Context: an optimization exercise on an open-source flow, tuned for small area and a short achievable clock period. The choices shown serve that exercise and are no tape-out recipe.
Only simulation tests tie the RTL to the original design; equivalence was not proved.
Power is estimated from default activity; no workload was simulated.

Setup of build 49:
Design FIR_Top, start of the top module:
module FIR_Top(input clk, input [7:0] Xin, H0, H1, H2, output reg [15:0] Yout);
  reg [15:0] Q1;
  reg [15:0] Q2;
  wire a1 = ~(Xin[0] & H2[0]);
  wire a2 = ~(Xin[0] & H2[1]);
  wire a3 = ~(Xin[0] & H2[2]);
  wire a4 = ~(Xin[0] & H2[3]);
  wire a5 = ~(Xin[0] & H2[4]);
  wire a6 = ~(Xin[0] & H2[5]);
  wire a7 = ~(Xin[0] & H2[6]);
  wire a8 = ~(Xin[0] & H2[7]);
  wire a9 = ~(Xin[1] & H2[0]);
  wire a10 = ~(Xin[1] & H2[1]);
  wire a11 = ~(Xin[1] & H2[2]);
  wire a12 = ~(Xin[1] & H2[3]);
  wire a13 = ~(Xin[1] & H2[4]);
  wire a14 = ~(Xin[1] & H2[5]);
  wire a15 = ~(Xin[1] & H2[6]);
  wire a16 = ~(Xin[1] & H2[7]);
  wire a17 = ~(Xin[2] & H2[0]);
  wire a18 = ~(Xin[2] & H2[1]);
  wire a19 = ~(Xin[2] & H2[2]);
  wire a20 = ~(Xin[2] & H2[3]);
  wire a21 = ~(Xin[2] & H2[4]);
  wire a22 = ~(Xin[2] & H2[5]);
  wire a23 = ~(Xin[2] & H2[6]);
  wire a24 = ~(Xin[2] & H2[7]);
  wire a25 = ~(Xin[3] & H2[0]);
  wire a26 = ~(Xin[3] & H2[1]);
  wire a27 = ~(Xin[3] & H2[2]);
  wire a28 = ~(Xin[3] & H2[3]);
  wire a29 = ~(Xin[3] & H2[4]);
  wire a30 = ~(Xin[3] & H2[5]);
  wire a31 = ~(Xin[3] & H2[6]);
  wire a32 = ~(Xin[3] & H2[7]);
  wire a33 = ~(Xin[4] & H2[0]);
  wire a34 = ~(Xin[4] & H2[1]);
  wire a35 = ~(Xin[4] & H2[2]);
  wire a36 = ~(Xin[4] & H2[3]);
  wire a37 = ~(Xin[4] & H2[4]);
  wire a38 = ~(Xin[4] & H2[5]);
  wire a39 = ~(Xin[4] & H2[6]);
  wire a40 = ~(Xin[4] & H2[7]);
  wire a41 = ~(Xin[5] & H2[0]);
  wire a42 = ~(Xin[5] & H2[1]);
  wire a43 = ~(Xin[5] & H2[2]);
  wire a44 = ~(Xin[5] & H2[3]);
  wire a45 = ~(Xin[5] & H2[4]);
  wire a46 = ~(Xin[5] & H2[5]);
  wire a47 = ~(Xin[5] & H2[6]);
  wire a48 = ~(Xin[5] & H2[7]);
  wire a49 = ~(Xin[6] & H2[0]);
  wire a50 = ~(Xin[6] & H2[1]);
  wire a51 = ~(Xin[6] & H2[2]);
  wire a52 = ~(Xin[6] & H2[3]);
  wire a53 = ~(Xin[6] & H2[4]);
  wire a54 = ~(Xin[6] & H2[5]);
  wire a55 = ~(Xin[6] & H2[6]);
  wire a56 = ~(Xin[6] & H2[7]);
  wire a57 = ~(Xin[7] & H2[0]);
  wire a58 = ~(Xin[7] & H2[1]);
  wire a59 = ~(Xin[7] & H2[2]);
  ...
Settings: LEC_CHECK=0, ABC_CLOCK_PERIOD_IN_PS=3000, CAP_MARGIN=20, CORE_MARGIN=2, CORE_UTILIZATION=60, SETUP_SLACK_MARGIN=4.2, SLEW_MARGIN=20, SYNTH_HIERARCHICAL=1, SYNTH_MINIMUM_KEEP_SIZE=0, TNS_END_PERCENT=0; clock period 9.5 ns.
standard.sh (not shown) runs the stock make flow with config.mk's settings and CLKGATE_MAP_FILE= SYNTH_SCRIPT=/design/flow/synth_recipe.tcl, a recipe that flattens the netlist after the stock synthesis.
==> flow/flow/run.sh <==
#!/bin/bash
# Own flow: the standard layout (standard.sh, unchanged synthesis and steps),
# with the port buffers that global placement inserts made as the smallest
# plain buffer instead of the default; repair then upsizes them where timing needs it.
set -euo pipefail
export BUFFER_PORTS_ARGS="-buffer_cell sky130_fd_sc_hd__buf_1"
bash standard.sh > standard_make.log 2>&1
Build 49 did not stop at any stage, and its layout met the timing, DRC and antenna checks.
Input-level comparison between build 18 and build 49:
- swapping 60 for 40 in CORE_UTILIZATION
- swapping 4.2 for 5 in SETUP_SLACK_MARGIN
- clearing TNS_END_PERCENT, which used to be 0
- clearing ABC_CLOCK_PERIOD_IN_PS, which used to be 3000
==> flow/run.sh (new file) <==
#!/bin/bash
# synth_recipe.tcl (not shown) runs the flow's synth.tcl, then flattens the netlist and writes it again
# the make line also repeats each setting of config.mk as NAME=value (left out here)
make -C /OpenROAD-flow-scripts/flow DESIGN_CONFIG=/design/flow/config.mk WORK_HOME=/design/flow/orfs CLKGATE_MAP_FILE= SYNTH_SCRIPT=/design/flow/synth_recipe.tcl finish
removed: flow/flow/run.sh
removed: flow/standard.sh
==> comparison <==
Clock period minus worst slack: build 18 better than build 49
Compared with build 49, in build 18 core utilization moved down, combinational power moved up, final worst setup slack moved up, wire length after detailed routing moved up, count of clock-buffer cells in the layout moved down.
Build 18 ends up with a die area that is about 50% higher than in build 49.
Inputs modified between build 18 and build 64:
- putting TNS_END_PERCENT at 0 where nothing was set
- swapping 5 for 4.2 in SETUP_SLACK_MARGIN
- swapping 40 for 75 in CORE_UTILIZATION
==> flow/flow/run.sh (new file) <==
#!/bin/bash
# Own flow: the standard layout (standard.sh, unchanged synthesis and steps),
# with the port buffers that global placement inserts made as the smallest
# plain buffer instead of the default; repair then upsizes them where timing needs it.
set -euo pipefail
export BUFFER_PORTS_ARGS="-buffer_cell sky130_fd_sc_hd__buf_1"
bash standard.sh > standard_make.log 2>&1
==> flow/standard.sh (new file) <==
#!/bin/bash
# synth_recipe.tcl (not shown) runs the flow's synth.tcl, then flattens the netlist and writes it again
# the make line also repeats each setting of config.mk as NAME=value (left out here)
make -C /OpenROAD-flow-scripts/flow DESIGN_CONFIG=/design/flow/config.mk WORK_HOME=/design/flow/orfs CLKGATE_MAP_FILE= SYNTH_SCRIPT=/design/flow/synth_recipe.tcl "${@:-finish}"
removed: flow/run.sh
Results
In the flow results for build 18 and build 64, the total power after layout is smaller on build 64. Comparing build 18 and build 64, post-route standard cell area excluding fillers is higher on build 18. Of build 18 and build 64, the higher smallest hold slack belongs to build 64. Capture point of the critical path: Q2[10]$_DFF_P_ -> build 18, Yout[10]$_DFF_P_ -> build 64. Build 64 vs build 18 — height of the chip dropped by more than a quarter. Build 64 vs. build 18: clock transition at the registers of the reported paths went up by 0.03 ns. The run showing the greater setup slack is build 18. In the tables for build 18 and build 64, final-stage net count reads higher with build 18.
> inputs changed (build 64 -> build 82)
- a change of CORE_UTILIZATION from 75 to 40
- a deleted TNS_END_PERCENT that had been 0
- a change of SETUP_SLACK_MARGIN from 4.2 to 3.5
==> flow/run.sh (new file) <==
#!/bin/bash
# synth_recipe.tcl (not shown) runs the flow's synth.tcl, then flattens the netlist and writes it again
# the make line also repeats each setting of config.mk as NAME=value (left out here)
make -C /OpenROAD-flow-scripts/flow DESIGN_CONFIG=/design/flow/config.mk WORK_HOME=/design/flow/orfs CLKGATE_MAP_FILE= SYNTH_SCRIPT=/design/flow/synth_recipe.tcl finish
removed: flow/flow/run.sh
removed: flow/standard.sh
### Flow results
Build 82 against build 64: total via count in the routed design moved down, final cycle utilization of the critical path has increased, worst setup slack now smaller, global-route total usage across every layer shrank by 15 points. In the reports for build 64 and build 82, the larger global-route track usage on met2 belongs to build 64. | post-detailed-route via-to-cell ratio | build 82 vs build 64 | 0.87 lower |. Worst setup slack before clock tree synthesis (build 82 over build 64): decrease, 0.17 ns.
### build 82 -> build 8
- SETUP_SLACK_MARGIN now 4.2, was 3.5
- CORE_UTILIZATION now 60, was 40
- TNS_END_PERCENT now 0, previously not set
==> flow/flow/run.sh (new file) <==
#!/bin/bash
# Own flow: the standard layout (standard.sh: unchanged synthesis and steps) with
#  - the port buffers that global placement inserts made as the smallest plain buffer
#    (repair upsizes them where timing needs it), and
#  - ORFS's power-recovery pass after global routing (RECOVER_POWER), which downsizes
#    gates on paths that keep positive slack.
set -euo pipefail
export BUFFER_PORTS_ARGS="-buffer_cell sky130_fd_sc_hd__buf_1"
export RECOVER_POWER=100
bash standard.sh > standard_make.log 2>&1
==> flow/standard.sh (new file) <==
#!/bin/bash
# synth_recipe.tcl (not shown) runs the flow's synth.tcl, then flattens the netlist and writes it again
# the make line also repeats each setting of config.mk as NAME=value (left out here)
make -C /OpenROAD-flow-scripts/flow DESIGN_CONFIG=/design/flow/config.mk WORK_HOME=/design/flow/orfs CLKGATE_MAP_FILE= SYNTH_SCRIPT=/design/flow/synth_recipe.tcl "${@:-finish}"
removed: flow/run.sh
### Flow results
Final area on build 8 is ahead of build 82.
Build 8 vs build 82: portion of the layout cell area used by clock cells down
In the final design statistics, build 8 uses fewer standard cells in total than build 82.
Global-route track usage on met3 (lower): build 82
In the flow results for build 8 and build 82, the via density per instance is larger on build 8.
Measured against each other, build 8 and build 82 differ in switching component of the power, the higher figure coming from build 8.
[compare] base=build 82 new=build 8: wire length of the first global-routing pass moved up, final standard cell utilization of the core moved up, largest clock skew in the final design moved up.
[inputs] build 85 vs build 8
==> flow/run.sh (new file) <==
#!/bin/bash
# synth_recipe.tcl (not shown) runs the flow's synth.tcl, then flattens the netlist and writes it again
# the make line also repeats each setting of config.mk as NAME=value (left out here)
make -C /OpenROAD-flow-scripts/flow DESIGN_CONFIG=/design/flow/config.mk WORK_HOME=/design/flow/orfs CLKGATE_MAP_FILE= SYNTH_SCRIPT=/design/flow/synth_recipe.tcl finish
removed: flow/flow/run.sh
removed: flow/standard.sh
### Flow results
Post-route fraction of the period consumed by the critical path for build 85 is lower than for build 8.
From build 8 to build 85, area fraction in compound gates after synthesis did not move at all.
Setup slack for build 85: 0.81 ns up relative to build 8
Changes observed in build 85 relative to build 8: worst setup timing slack at the placement stage has decreased, count of clock-buffer cells in the layout has decreased.
Taking build 8 as the reference, in build 85 total length of routed wires decreased 0.96%; number of cells on the critical path increased 2; placed standard-cell area increased 290 µm²; worst-case vdd ir drop increased about 19%.

[separate check: timing with driven ports]
Ports are ideal in the flow. The routed layouts listed here were re-timed in OpenROAD. Step 1: set_driving_cell puts a clkbuf_16 on clk and a buf_2 on each other input, an assumption about the parent block. Step 2 times the ports against the registers' clock, not the clock port: input delays grow and output delays shrink by t, the midpoint of the rising clock arrivals with the driver on. Slacks: no drivers / after step 1 / after step 2; pairs: no drivers / after step 1.
run | t (ns) | setup WS [ns] | worst data-port slew with drivers (ns)
build 49 | 0.346 | 4.351 / 4.363 / 4.017 | 0.04
build 18 | 0.327 | 4.544 / 4.492 / 4.165 | 0.17
build 64 | 0.340 | 4.300 / 4.307 / 3.967 | 0.05
build 82 | 0.326 | 3.795 / 3.810 / 3.484 | 0.04
build 8 | 0.350 | 3.524 / 3.530 / 3.180 | 0.04
build 85 | 0.341 | 4.332 / 4.341 / 4.001 | 0.04
After both steps setup and hold are still met in every run listed. For build 18, which loses most, drivers alone change the setup slack by -0.052 ns; drivers and shift together by -0.379 ns.
